From an optimization exercise on the open Yosys and OpenROAD flow, aimed at small area, a short achievable clock period and few clock cycles per item; shortcuts taken in it are not production practice.
In this exercise RTL edits were held to simulation tests only and were not proved equivalent to the original.

`flow/run.sh`:
```
#!/bin/bash
# synth_recipe.tcl (not shown) runs the flow's synth.tcl, then flattens the netlist and writes it again
# the make line also repeats each setting of config.mk as NAME=value (left out here)
make -C /OpenROAD-flow-scripts/flow DESIGN_CONFIG=/design/flow/config.mk WORK_HOME=/design/flow/orfs CLKGATE_MAP_FILE= SYNTH_SCRIPT=/design/flow/synth_recipe.tcl finish
```
`flow/config.mk`:
```
export PLATFORM = sky130hd
export DESIGN_NAME = neuro
export DESIGN_NICKNAME = neuro
export VERILOG_FILES = /design/flow/design.v
export SDC_FILE = /design/flow/constraint.sdc
export NUM_CORES = 4
export LEC_CHECK = 0
export CAP_MARGIN = 20
export CORE_MARGIN = 2
export CORE_UTILIZATION = 40
export PLACE_DENSITY = 0.6
export SLEW_MARGIN = 20
```
`flow/constraint.sdc`:
```
create_clock -name core_clock -period 90.0 [get_ports {clk}]
set_input_delay 18.0000 -clock core_clock [delete_from_list [all_inputs] [get_ports {clk}]]
set_output_delay 18.0000 -clock core_clock [all_outputs]
set_load 0.01 [all_outputs]
```
`flow/design.v`:
```
module neuro (input clk, input rst, input load, input [24:0] din, input start,
              output [24:0] state, output ready);
  reg [24:0] neuros;
  wire signed [7:0] links[624:0];
  reg signed [7:0] sum;
assign links[0] = 8'sd0;
assign links[1] = 8'sd0;
assign links[2] = 8'sd0;
assign links[3] = 8'sd0;
assign links[4] = 8'sd0;
assign links[5] = -8'sd2;
assign links[6] = 8'sd2;
assign links[7] = -8'sd2;
assign links[8] = 8'sd2;
assign links[9] = 8'sd2;
assign links[10] = -8'sd2;
assign links[11] = 8'sd0;
assign links[12] = 8'sd0;
assign links[13] = 8'sd0;
assign links[14] = 8'sd2;
assign links[15] = 8'sd0;
assign links[16] = 8'sd0;
assign links[17] = -8'sd2;
assign links[18] = 8'sd0;
assign links[19] = 8'sd2;
assign links[20] = 8'sd2;
assign links[21] = 8'sd0;
assign links[22] = 8'sd0;
assign links[23] = -8'sd2;
assign links[24] = -8'sd2;
assign links[25] = 8'sd0;
assign links[26] = 8'sd0;
assign links[27] = 8'sd4;
assign links[28] = 8'sd4;
assign links[29] = 8'sd0;
assign links[30] = -8'sd2;
assign links[31] = -8'sd2;
assign links[32] = -8'sd2;
assign links[33] = -8'sd2;
assign links[34] = -8'sd2;
assign links[35] = -8'sd2;
assign links[36] = 8'sd0;
assign links[37] = -8'sd4;
assign links[38] = 8'sd0;
assign links[39] = -8'sd2;
assign links[40] = 8'sd0;
assign links[41] = 8'sd0;
assign links[42] = -8'sd2;
assign links[43] = 8'sd0;
assign links[44] = -8'sd2;
assign links[45] = -8'sd2;
assign links[46] = 8'sd4;
assign links[47] = 8'sd4;
assign links[48] = 8'sd2;
assign links[49] = -8'sd2;
assign links[50] = 8'sd0;
assign links[51] = 8'sd4;
assign links[52] = 8'sd0;
assign links[53] = 8'sd4;
assign links[54] = 8'sd0;
assign links[55] = -8'sd2;
assign links[56] = -8'sd2;
assign links[57] = -8'sd2;
assign links[58] = -8'sd2;
assign links[59] = -8'sd2;
assign links[60] = -8'sd2;
assign links[61] = 8'sd0;
assign links[62] = -8'sd4;
assign links[63] = 8'sd0;
assign links[64] = -8'sd2;
assign links[65] = 8'sd0;
assign links[66] = 8'sd0;
assign links[67] = -8'sd2;
assign links[68] = 8'sd0;
assign links[69] = -8'sd2;
assign links[70] = -8'sd2;
assign links[71] = 8'sd4;
assign links[72] = 8'sd4;
assign links[73] = 8'sd2;
assign links[74] = -8'sd2;
assign links[75] = 8'sd0;
assign links[76] = 8'sd4;
assign links[77] = 8'sd4;
assign links[78] = 8'sd0;
assign links[79] = 8'sd0;
assign links[80] = -8'sd2;
assign links[81] = -8'sd2;
assign links[82] = -8'sd2;
assign links[83] = -8'sd2;
assign links[84] = -8'sd2;
assign links[85] = -8'sd2;
assign links[86] = 8'sd0;
assign links[87] = -8'sd4;
assign links[88] = 8'sd0;
assign links[89] = -8'sd2;
assign links[90] = 8'sd0;
assign links[91] = 8'sd0;
assign links[92] = -8'sd2;
assign links[93] = 8'sd0;
assign links[94] = -8'sd2;
assign links[95] = -8'sd2;
assign links[96] = 8'sd4;
assign links[97] = 8'sd4;
assign links[98] = 8'sd2;
assign links[99] = -8'sd2;
assign links[100] = 8'sd0;
assign links[101] = 8'sd0;
assign links[102] = 8'sd0;
assign links[103] = 8'sd0;
assign links[104] = 8'sd0;
assign links[105] = 8'sd2;
assign links[106] = -8'sd2;
assign links[107] = -8'sd2;
assign links[108] = 8'sd2;
assign links[109] = -8'sd2;
assign links[110] = 8'sd2;
assign links[111] = -8'sd4;
assign links[112] = 8'sd0;
assign links[113] = 8'sd0;
assign links[114] = -8'sd2;
assign links[115] = 8'sd4;
assign links[116] = -8'sd4;
assign links[117] = -8'sd2;
assign links[118] = 8'sd0;
assign links[119] = -8'sd2;
assign links[120] = 8'sd2;
assign links[121] = 8'sd0;
assign links[122] = 8'sd0;
assign links[123] = -8'sd2;
assign links[124] = 8'sd2;
assign links[125] = -8'sd2;
assign links[126] = -8'sd2;
assign links[127] = -8'sd2;
assign links[128] = -8'sd2;
assign links[129] = 8'sd2;
assign links[130] = 8'sd0;
assign links[131] = 8'sd0;
assign links[132] = 8'sd0;
assign links[133] = 8'sd0;
assign links[134] = 8'sd0;
assign links[135] = 8'sd4;
assign links[136] = -8'sd2;
assign links[137] = 8'sd2;
assign links[138] = -8'sd2;
assign links[139] = 8'sd0;
assign links[140] = 8'sd2;
assign links[141] = -8'sd2;
assign links[142] = 8'sd0;
assign links[143] = -8'sd2;
assign links[144] = 8'sd0;
assign links[145] = 8'sd0;
assign links[146] = -8'sd2;
assign links[147] = -8'sd2;
assign links[148] = 8'sd0;
assign links[149] = 8'sd4;
assign links[150] = 8'sd2;
assign links[151] = -8'sd2;
assign links[152] = -8'sd2;
assign links[153] = -8'sd2;
assign links[154] = -8'sd2;
assign links[155] = 8'sd0;
assign links[156] = 8'sd0;
assign links[157] = 8'sd0;
assign links[158] = 8'sd0;
assign links[159] = 8'sd4;
assign links[160] = 8'sd0;
assign links[161] = 8'sd2;
assign links[162] = 8'sd2;
assign links[163] = -8'sd2;
assign links[164] = 8'sd4;
assign links[165] = -8'sd2;
assign links[166] = 8'sd2;
assign links[167] = 8'sd0;
assign links[168] = -8'sd2;
assign links[169] = 8'sd4;
assign links[170] = 8'sd0;
assign links[171] = -8'sd2;
assign links[172] = -8'sd2;
assign links[173] = 8'sd0;
assign links[174] = 8'sd0;
assign links[175] = -8'sd2;
assign links[176] = -8'sd2;
assign links[177] = -8'sd2;
assign links[178] = -8'sd2;
assign links[179] = -8'sd2;
assign links[180] = 8'sd0;
assign links[181] = 8'sd0;
assign links[182] = 8'sd0;
assign links[183] = 8'sd0;
assign links[184] = 8'sd0;
assign links[185] = 8'sd0;
assign links[186] = 8'sd2;
assign links[187] = 8'sd2;
assign links[188] = 8'sd2;
assign links[189] = 8'sd0;
assign links[190] = -8'sd2;
assign links[191] = 8'sd2;
assign links[192] = 8'sd4;
assign links[193] = 8'sd2;
assign links[194] = 8'sd0;
assign links[195] = 8'sd0;
assign links[196] = -8'sd2;
assign links[197] = -8'sd2;
assign links[198] = 8'sd0;
assign links[199] = 8'sd0;
assign links[200] = 8'sd2;
assign links[201] = -8'sd2;
assign links[202] = -8'sd2;
assign links[203] = -8'sd2;
assign links[204] = 8'sd2;
assign links[205] = 8'sd0;
assign links[206] = 8'sd0;
assign links[207] = 8'sd0;
assign links[208] = 8'sd0;
assign links[209] = 8'sd0;
assign links[210] = 8'sd0;
assign links[211] = -8'sd2;
assign links[212] = 8'sd2;
assign links[213] = 8'sd2;
assign links[214] = 8'sd0;
assign links[215] = 8'sd2;
assign links[216] = -8'sd2;
assign links[217] = 8'sd0;
assign links[218] = 8'sd2;
assign links[219] = 8'sd0;
assign links[220] = 8'sd4;
assign links[221] = -8'sd2;
assign links[222] = -8'sd2;
assign links[223] = -8'sd4;
assign links[224] = 8'sd0;
assign links[225] = 8'sd2;
assign links[226] = -8'sd2;
assign links[227] = -8'sd2;
assign links[228] = -8'sd2;
assign links[229] = -8'sd2;
assign links[230] = 8'sd0;
assign links[231] = 8'sd4;
assign links[232] = 8'sd0;
assign links[233] = 8'sd0;
assign links[234] = 8'sd0;
assign links[235] = 8'sd0;
assign links[236] = 8'sd2;
assign links[237] = 8'sd2;
assign links[238] = -8'sd2;
assign links[239] = 8'sd4;
assign links[240] = -8'sd2;
assign links[241] = 8'sd2;
assign links[242] = 8'sd0;
assign links[243] = -8'sd2;
assign links[244] = 8'sd4;
assign links[245] = 8'sd0;
assign links[246] = -8'sd2;
assign links[247] = -8'sd2;
assign links[248] = 8'sd0;
assign links[249] = 8'sd0;
assign links[250] = -8'sd2;
assign links[251] = -8'sd2;
assign links[252] = -8'sd2;
assign links[253] = -8'sd2;
assign links[254] = 8'sd2;
assign links[255] = 8'sd4;
assign links[256] = 8'sd0;
assign links[257] = 8'sd0;
assign links[258] = 8'sd0;
assign links[259] = 8'sd0;
assign links[260] = 8'sd0;
assign links[261] = -8'sd2;
assign links[262] = 8'sd2;
assign links[263] = -8'sd2;
assign links[264] = 8'sd0;
assign links[265] = 8'sd2;
assign links[266] = -8'sd2;
assign links[267] = 8'sd0;
assign links[268] = -8'sd2;
assign links[269] = 8'sd0;
assign links[270] = 8'sd0;
assign links[271] = -8'sd2;
assign links[272] = -8'sd2;
assign links[273] = 8'sd0;
assign links[274] = 8'sd4;
assign links[275] = 8'sd0;
assign links[276] = 8'sd0;
assign links[277] = 8'sd0;
assign links[278] = 8'sd0;
assign links[279] = -8'sd4;
assign links[280] = -8'sd2;
assign links[281] = 8'sd2;
assign links[282] = 8'sd2;
assign links[283] = -8'sd2;
assign links[284] = 8'sd2;
assign links[285] = -8'sd2;
assign links[286] = 8'sd0;
assign links[287] = 8'sd0;
assign links[288] = 8'sd0;
assign links[289] = 8'sd2;
assign links[290] = -8'sd4;
assign links[291] = 8'sd4;
assign links[292] = 8'sd2;
assign links[293] = 8'sd0;
assign links[294] = 8'sd2;
assign links[295] = -8'sd2;
assign links[296] = 8'sd0;
assign links[297] = 8'sd0;
assign links[298] = 8'sd2;
assign links[299] = -8'sd2;
assign links[300] = 8'sd0;
assign links[301] = -8'sd4;
assign links[302] = -8'sd4;
assign links[303] = -8'sd4;
assign links[304] = 8'sd0;
assign links[305] = 8'sd2;
assign links[306] = 8'sd2;
assign links[307] = 8'sd2;
assign links[308] = 8'sd2;
assign links[309] = 8'sd2;
assign links[310] = 8'sd2;
assign links[311] = 8'sd0;
assign links[312] = 8'sd0;
assign links[313] = 8'sd0;
assign links[314] = 8'sd2;
assign links[315] = 8'sd0;
assign links[316] = 8'sd0;
assign links[317] = 8'sd2;
assign links[318] = 8'sd0;
assign links[319] = 8'sd2;
assign links[320] = 8'sd2;
assign links[321] = -8'sd4;
assign links[322] = -8'sd4;
assign links[323] = -8'sd2;
assign links[324] = 8'sd2;
assign links[325] = 8'sd0;
assign links[326] = 8'sd0;
assign links[327] = 8'sd0;
assign links[328] = 8'sd0;
assign links[329] = 8'sd0;
assign links[330] = -8'sd2;
assign links[331] = -8'sd2;
assign links[332] = 8'sd2;
assign links[333] = 8'sd2;
assign links[334] = -8'sd2;
assign links[335] = -8'sd2;
assign links[336] = 8'sd0;
assign links[337] = 8'sd0;
assign links[338] = 8'sd0;
assign links[339] = -8'sd2;
assign links[340] = 8'sd0;
assign links[341] = 8'sd0;
assign links[342] = 8'sd2;
assign links[343] = 8'sd4;
assign links[344] = -8'sd2;
assign links[345] = 8'sd2;
assign links[346] = 8'sd0;
assign links[347] = 8'sd0;
assign links[348] = -8'sd2;
assign links[349] = -8'sd2;
assign links[350] = 8'sd2;
assign links[351] = -8'sd2;
assign links[352] = -8'sd2;
assign links[353] = -8'sd2;
assign links[354] = -8'sd2;
assign links[355] = 8'sd0;
assign links[356] = 8'sd4;
assign links[357] = 8'sd0;
assign links[358] = 8'sd0;
assign links[359] = 8'sd4;
assign links[360] = 8'sd0;
assign links[361] = 8'sd2;
assign links[362] = 8'sd2;
assign links[363] = -8'sd2;
assign links[364] = 8'sd0;
assign links[365] = -8'sd2;
assign links[366] = 8'sd2;
assign links[367] = 8'sd0;
assign links[368] = -8'sd2;
assign links[369] = 8'sd4;
assign links[370] = 8'sd0;
assign links[371] = -8'sd2;
assign links[372] = -8'sd2;
assign links[373] = 8'sd0;
assign links[374] = 8'sd0;
assign links[375] = 8'sd0;
assign links[376] = 8'sd0;
assign links[377] = 8'sd0;
assign links[378] = 8'sd0;
assign links[379] = 8'sd4;
assign links[380] = 8'sd2;
assign links[381] = -8'sd2;
assign links[382] = -8'sd2;
assign links[383] = 8'sd2;
assign links[384] = -8'sd2;
assign links[385] = 8'sd2;
assign links[386] = -8'sd4;
assign links[387] = 8'sd0;
assign links[388] = 8'sd0;
assign links[389] = -8'sd2;
assign links[390] = 8'sd0;
assign links[391] = -8'sd4;
assign links[392] = -8'sd2;
assign links[393] = 8'sd0;
assign links[394] = -8'sd2;
assign links[395] = 8'sd2;
assign links[396] = 8'sd0;
assign links[397] = 8'sd0;
assign links[398] = -8'sd2;
assign links[399] = 8'sd2;
assign links[400] = 8'sd0;
assign links[401] = 8'sd0;
assign links[402] = 8'sd0;
assign links[403] = 8'sd0;
assign links[404] = -8'sd4;
assign links[405] = -8'sd2;
assign links[406] = 8'sd2;
assign links[407] = 8'sd2;
assign links[408] = -8'sd2;
assign links[409] = 8'sd2;
assign links[410] = -8'sd2;
assign links[411] = 8'sd4;
assign links[412] = 8'sd0;
assign links[413] = 8'sd0;
assign links[414] = 8'sd2;
assign links[415] = -8'sd4;
assign links[416] = 8'sd0;
assign links[417] = 8'sd2;
assign links[418] = 8'sd0;
assign links[419] = 8'sd2;
assign links[420] = -8'sd2;
assign links[421] = 8'sd0;
assign links[422] = 8'sd0;
assign links[423] = 8'sd2;
assign links[424] = -8'sd2;
assign links[425] = -8'sd2;
assign links[426] = -8'sd2;
assign links[427] = -8'sd2;
assign links[428] = -8'sd2;
assign links[429] = -8'sd2;
assign links[430] = 8'sd0;
assign links[431] = 8'sd0;
assign links[432] = 8'sd4;
assign links[433] = 8'sd0;
assign links[434] = 8'sd0;
assign links[435] = 8'sd0;
assign links[436] = 8'sd2;
assign links[437] = 8'sd2;
assign links[438] = 8'sd2;
assign links[439] = 8'sd0;
assign links[440] = -8'sd2;
assign links[441] = 8'sd2;
assign links[442] = 8'sd0;
assign links[443] = 8'sd2;
assign links[444] = 8'sd0;
assign links[445] = 8'sd0;
assign links[446] = -8'sd2;
assign links[447] = -8'sd2;
assign links[448] = 8'sd0;
assign links[449] = 8'sd0;
assign links[450] = 8'sd0;
assign links[451] = 8'sd0;
assign links[452] = 8'sd0;
assign links[453] = 8'sd0;
assign links[454] = 8'sd0;
assign links[455] = -8'sd2;
assign links[456] = -8'sd2;
assign links[457] = 8'sd2;
assign links[458] = 8'sd2;
assign links[459] = -8'sd2;
assign links[460] = -8'sd2;
assign links[461] = 8'sd0;
assign links[462] = 8'sd0;
assign links[463] = 8'sd4;
assign links[464] = -8'sd2;
assign links[465] = 8'sd0;
assign links[466] = 8'sd0;
assign links[467] = 8'sd2;
assign links[468] = 8'sd0;
assign links[469] = -8'sd2;
assign links[470] = 8'sd2;
assign links[471] = 8'sd0;
assign links[472] = 8'sd0;
assign links[473] = -8'sd2;
assign links[474] = -8'sd2;
assign links[475] = 8'sd2;
assign links[476] = -8'sd2;
assign links[477] = -8'sd2;
assign links[478] = -8'sd2;
assign links[479] = -8'sd2;
assign links[480] = 8'sd0;
assign links[481] = 8'sd4;
assign links[482] = 8'sd0;
assign links[483] = 8'sd0;
assign links[484] = 8'sd4;
assign links[485] = 8'sd0;
assign links[486] = 8'sd2;
assign links[487] = 8'sd2;
assign links[488] = -8'sd2;
assign links[489] = 8'sd4;
assign links[490] = -8'sd2;
assign links[491] = 8'sd2;
assign links[492] = 8'sd0;
assign links[493] = -8'sd2;
assign links[494] = 8'sd0;
assign links[495] = 8'sd0;
assign links[496] = -8'sd2;
assign links[497] = -8'sd2;
assign links[498] = 8'sd0;
assign links[499] = 8'sd0;
assign links[500] = 8'sd2;
assign links[501] = -8'sd2;
assign links[502] = -8'sd2;
assign links[503] = -8'sd2;
assign links[504] = 8'sd2;
assign links[505] = 8'sd0;
assign links[506] = 8'sd0;
assign links[507] = 8'sd0;
assign links[508] = 8'sd4;
assign links[509] = 8'sd0;
assign links[510] = 8'sd0;
assign links[511] = -8'sd2;
assign links[512] = 8'sd2;
assign links[513] = 8'sd2;
assign links[514] = 8'sd0;
assign links[515] = 8'sd2;
assign links[516] = -8'sd2;
assign links[517] = 8'sd0;
assign links[518] = 8'sd2;
assign links[519] = 8'sd0;
assign links[520] = 8'sd0;
assign links[521] = -8'sd2;
assign links[522] = -8'sd2;
assign links[523] = -8'sd4;
assign links[524] = 8'sd0;
assign links[525] = 8'sd0;
assign links[526] = 8'sd4;
assign links[527] = 8'sd4;
assign links[528] = 8'sd4;
assign links[529] = 8'sd0;
assign links[530] = -8'sd2;
assign links[531] = -8'sd2;
assign links[532] = -8'sd2;
assign links[533] = -8'sd2;
assign links[534] = -8'sd2;
assign links[535] = -8'sd2;
assign links[536] = 8'sd0;
assign links[537] = -8'sd4;
assign links[538] = 8'sd0;
assign links[539] = -8'sd2;
assign links[540] = 8'sd0;
assign links[541] = 8'sd0;
assign links[542] = -8'sd2;
assign links[543] = 8'sd0;
assign links[544] = -8'sd2;
assign links[545] = -8'sd2;
assign links[546] = 8'sd0;
assign links[547] = 8'sd4;
assign links[548] = 8'sd2;
assign links[549] = -8'sd2;
assign links[550] = 8'sd0;
assign links[551] = 8'sd4;
assign links[552] = 8'sd4;
assign links[553] = 8'sd4;
assign links[554] = 8'sd0;
assign links[555] = -8'sd2;
assign links[556] = -8'sd2;
assign links[557] = -8'sd2;
assign links[558] = -8'sd2;
assign links[559] = -8'sd2;
assign links[560] = -8'sd2;
assign links[561] = 8'sd0;
assign links[562] = -8'sd4;
assign links[563] = 8'sd0;
assign links[564] = -8'sd2;
assign links[565] = 8'sd0;
assign links[566] = 8'sd0;
assign links[567] = -8'sd2;
assign links[568] = 8'sd0;
assign links[569] = -8'sd2;
assign links[570] = -8'sd2;
assign links[571] = 8'sd4;
assign links[572] = 8'sd0;
assign links[573] = 8'sd2;
assign links[574] = -8'sd2;
assign links[575] = -8'sd2;
assign links[576] = 8'sd2;
assign links[577] = 8'sd2;
assign links[578] = 8'sd2;
assign links[579] = -8'sd2;
assign links[580] = 8'sd0;
assign links[581] = 8'sd0;
assign links[582] = 8'sd0;
assign links[583] = -8'sd4;
assign links[584] = 8'sd0;
assign links[585] = 8'sd0;
assign links[586] = 8'sd2;
assign links[587] = -8'sd2;
assign links[588] = -8'sd2;
assign links[589] = 8'sd0;
assign links[590] = -8'sd2;
assign links[591] = 8'sd2;
assign links[592] = 8'sd0;
assign links[593] = -8'sd2;
assign links[594] = 8'sd0;
assign links[595] = -8'sd4;
assign links[596] = 8'sd2;
assign links[597] = 8'sd2;
assign links[598] = 8'sd0;
assign links[599] = 8'sd0;
assign links[600] = -8'sd2;
assign links[601] = -8'sd2;
assign links[602] = -8'sd2;
assign links[603] = -8'sd2;
assign links[604] = 8'sd2;
assign links[605] = 8'sd4;
assign links[606] = 8'sd0;
assign links[607] = 8'sd0;
assign links[608] = 8'sd0;
assign links[609] = 8'sd0;
assign links[610] = 8'sd4;
assign links[611] = -8'sd2;
assign links[612] = 8'sd2;
assign links[613] = -8'sd2;
assign links[614] = 8'sd0;
assign links[615] = 8'sd2;
assign links[616] = -8'sd2;
assign links[617] = 8'sd0;
assign links[618] = -8'sd2;
assign links[619] = 8'sd0;
assign links[620] = 8'sd0;
assign links[621] = -8'sd2;
assign links[622] = -8'sd2;
assign links[623] = 8'sd0;
assign links[624] = 8'sd0;
  assign state = neuros;
  assign ready = 1'b1;
  integer k,m;
  always @(posedge(clk))begin
	if (rst==0) neuros = 25'b0111010011100100001001110;
	else if (load) neuros = din;
	else if (start) begin
        for (k=0;k<25;k=k+1) begin
            sum=0;
            for (m=0;m<25;m=m+1)
                sum = sum + ((neuros[m]==1)?links[(k<<4)+(k<<3)+k+m]:(-links[(k<<4)+(k<<3)+k+m]));
        neuros[k]=(sum>0)?1:0;
        end
	end
  end
endmodule
```
==> results.txt <==
-- layout by cell type (no fill, tap or decap), types with 14 or more instances in the layout --
cell type / Yosys / layout
a211oi_1: 14 / 14
a21o_1: 28 / 28
a21oi_1: 50 / 50
buf_4: 1 / 47
clkdlybuf4s50_1: 0 / 52
dfxtp_1: 25 / 20
fa_1: 708 / 708
ha_1: 360 / 360
inv_1: 875 / 875
nand2_1: 17 / 17
nor2_1: 56 / 56
o21ai_0: 18 / 18
xnor2_1: 268 / 263
xor2_1: 46 / 46
-- worst max path at each step --
stage | slack (ns) | cells after the start | endpoint
after floorplan | 16.27 | 271 | neuros[23]
after global placement | 16.00 | 280 | neuros[23]
after detailed placement | 14.55 | 280 | neuros[23]
after CTS | 14.36 | 280 | neuros[23]
after global routing | 10.68 | 280 | neuros[23]
final | 14.60 | 280 | neuros[23]
-- worst max-delay path, delay by kind of cell (launching register included) --
family,cells,cell delay (ns)
adders and majority gates,113,49.02
xor gates and xnor gates,49,9.13
buffers and inverters,74,7.30
AOI/OAI and AO/OA,27,5.87
and+or+nand+nor,16,3.22
DFF,1,0.33
muxes,1,0.22
-- metrics by stage --
step                std cells  worst slack [ns]
finish                   3553             14.60
global placement         3549             16.00
detailed placement       3549             14.55
global route             3553             10.68
floorplan                2594             16.27
CTS                      3553             14.36
-- cell type report --
| cell class | instances | area (um^2) |
|---|---|---|
| clock buffer | 3 | 75.1 |
| clock inverter | 1 | 7.51 |
| fill | 6330 | 38100 |
| inverter | 878 | 3300 |
| multi-input combinational | 1673 | 23500 |
| sequential | 25 | 507 |
| tap | 873 | 1090 |
| timing repair buffer | 100 | 878 |
-- per-layer routing --
metal	GRT usage, %	up-vias	share of wire, %
li1	-	7619	-
met1	29.8	8857	42
met2	37.0	409	48
met3	4.58	94	6.7
met4	5.83	0	3.3
met5	0	-	0
-- kinds of logic (layout without fill, tap and decap cells) --
group / count (synthesis) / count (layout) / synth area share [%]
flip-flops: 25 / 25 / 1.83
AO/OA/AOI/OAI: 144 / 144 / 3.44
other: 1 / 1 / 0.0137
XOR/XNOR: 332 / 332 / 11.5
AND/OR/NAND/NOR: 119 / 119 / 2.14
multiplexers: 9 / 9 / 0.339
adder cells (fa/ha/maj): 1068 / 1068 / 68.4
buffers and inverters: 896 / 982 / 12.4
==> results.txt <==
Seq/Total Area, Yosys 1.83%; share of the synthesized area in the top cell type 51.9%; outcome finished clean; FF-to-FF Start neuros[20]; Setup TNS 0 ns; Max Fclk 13.3 MHz; max reg flops 25; DR WL/cell 20.8 um; Clk Latency, worst-skew pair 0.31 ns; CTS tree done; fin crit period 75.40 ns; final setup vio count 0; Clock Skew 0.0197 ns; #FFs+latches synth 25; hold path cells 2; Die X 265 um; DR iter-0 viols 819; Mapped Area 0.0273 mm^2; clk sink count 25; Post-Syn Instances 2594; IO Count 55; total congestion overflow 0; ranking of synthesized cells by area fa_1, ha_1, inv_1; worst path required time 90.18 ns; postcts setup bufs 0; Slew Limit Fails 0; Yosys cell types 56; Post-DRT Antenna Nets 0; Max Cap Viol 0; CP arrival 75.59 ns; Post-Route WL 73800 um; WS Path Type reg2reg; Die Ht 265 um; Post-CTS Hold Fix Bufs 0; Post-synth ARST share 0%; largest net degree at the start of global routing 42; reg2reg path depth 280; most used cell, CP fa_1; initial antenna violation count 2; CP Launch Type flip-flop; first-pass GRT wire length 117000 um; Core Region 0.0674 mm^2; crit path launch neuros[20]; worst hold slack 0.568 ns; Total Routing Usage GR 22.3%; reg2reg end neuros[23]; share of cells above drive strength 1 3.21%; Row Count 95; Port Buffer Count 53; detailed-route DRC error count 0; via count 16979; Hold EP neuros[0]; vias in the first global route 19728; syn nets 3691; area delta synth->final 7.44%; Hold Crit Class reg2reg; clk root buf clkbuf_16; RSZ-0062 raised after global routing no; n_diodes 0; period utilization 83.8%; Crit-path slowest cell a31oi_4; Resize count post-CTS 0; hold_sp neuros[0]; Nets 3778; yosys warns 1; top_reg_cell synth dfxtp_1; die area 0.0704 mm^2; Initial DRT Pass Iterations 5; Initial Util 40.5%; area leader, netlist fa_1; clk slew on worst S/H paths 0.10 ns; Setup crit end kind flip-flop; syn avg cell area 10.5 um^2; Final Cell Area 0.0293 mm^2; reg2reg setup slack 14.60 ns; Slew @ Worst Pin 1.01 ns; area of placed instances 0.0293 mm^2; Final HPWL DP 64700 um; htree depth 1; Post-synth top cells inv_1, fa_1, ha_1; cts bufs inserted 3; most frequent cell after synthesis inv_1; worst rel slew slack 32.9%; CP max stage delay 0.80 ns; Max Root-Sink Buffers 2; Final Util 43.5%; critical-path maximum fanout 17; drt via density 4.78; GPL Wtd Cong 0.942; EDFF count, synth 0; Fin. Hold Viols 0
Testbench counts, summed over its fixed seeds: cycles 3,649, sweeps 2,449.

==> port drivers added, routing unchanged <==
In the flow no input, the clock included, has a driving cell. The finished layout below was timed again as built, in two steps. Step 1 sets driving cells, clkbuf_16 on the clock port and buf_2 on the other inputs (assumed; they add their load-dependent delay and slew). Step 2 also shifts input and output timing later by t, the mid clock arrival at the registers, as if the neighbouring blocks saw the same clock. a / b / c = no drivers / after step 1 / after step 2; a / b = the first two.
t, ns: 0.353
setup WS [ns]: 14.598 / 14.598 / 14.598
hold WS [ns]: 0.568 / 0.568 / 0.568
worst setup path at the end: register to register
cell pins on the clock port's net: 1
After both steps setup and hold are still met in this run. The setup slack of this run moves by 0.000 ns with the drivers and by 0.000 ns with both steps.
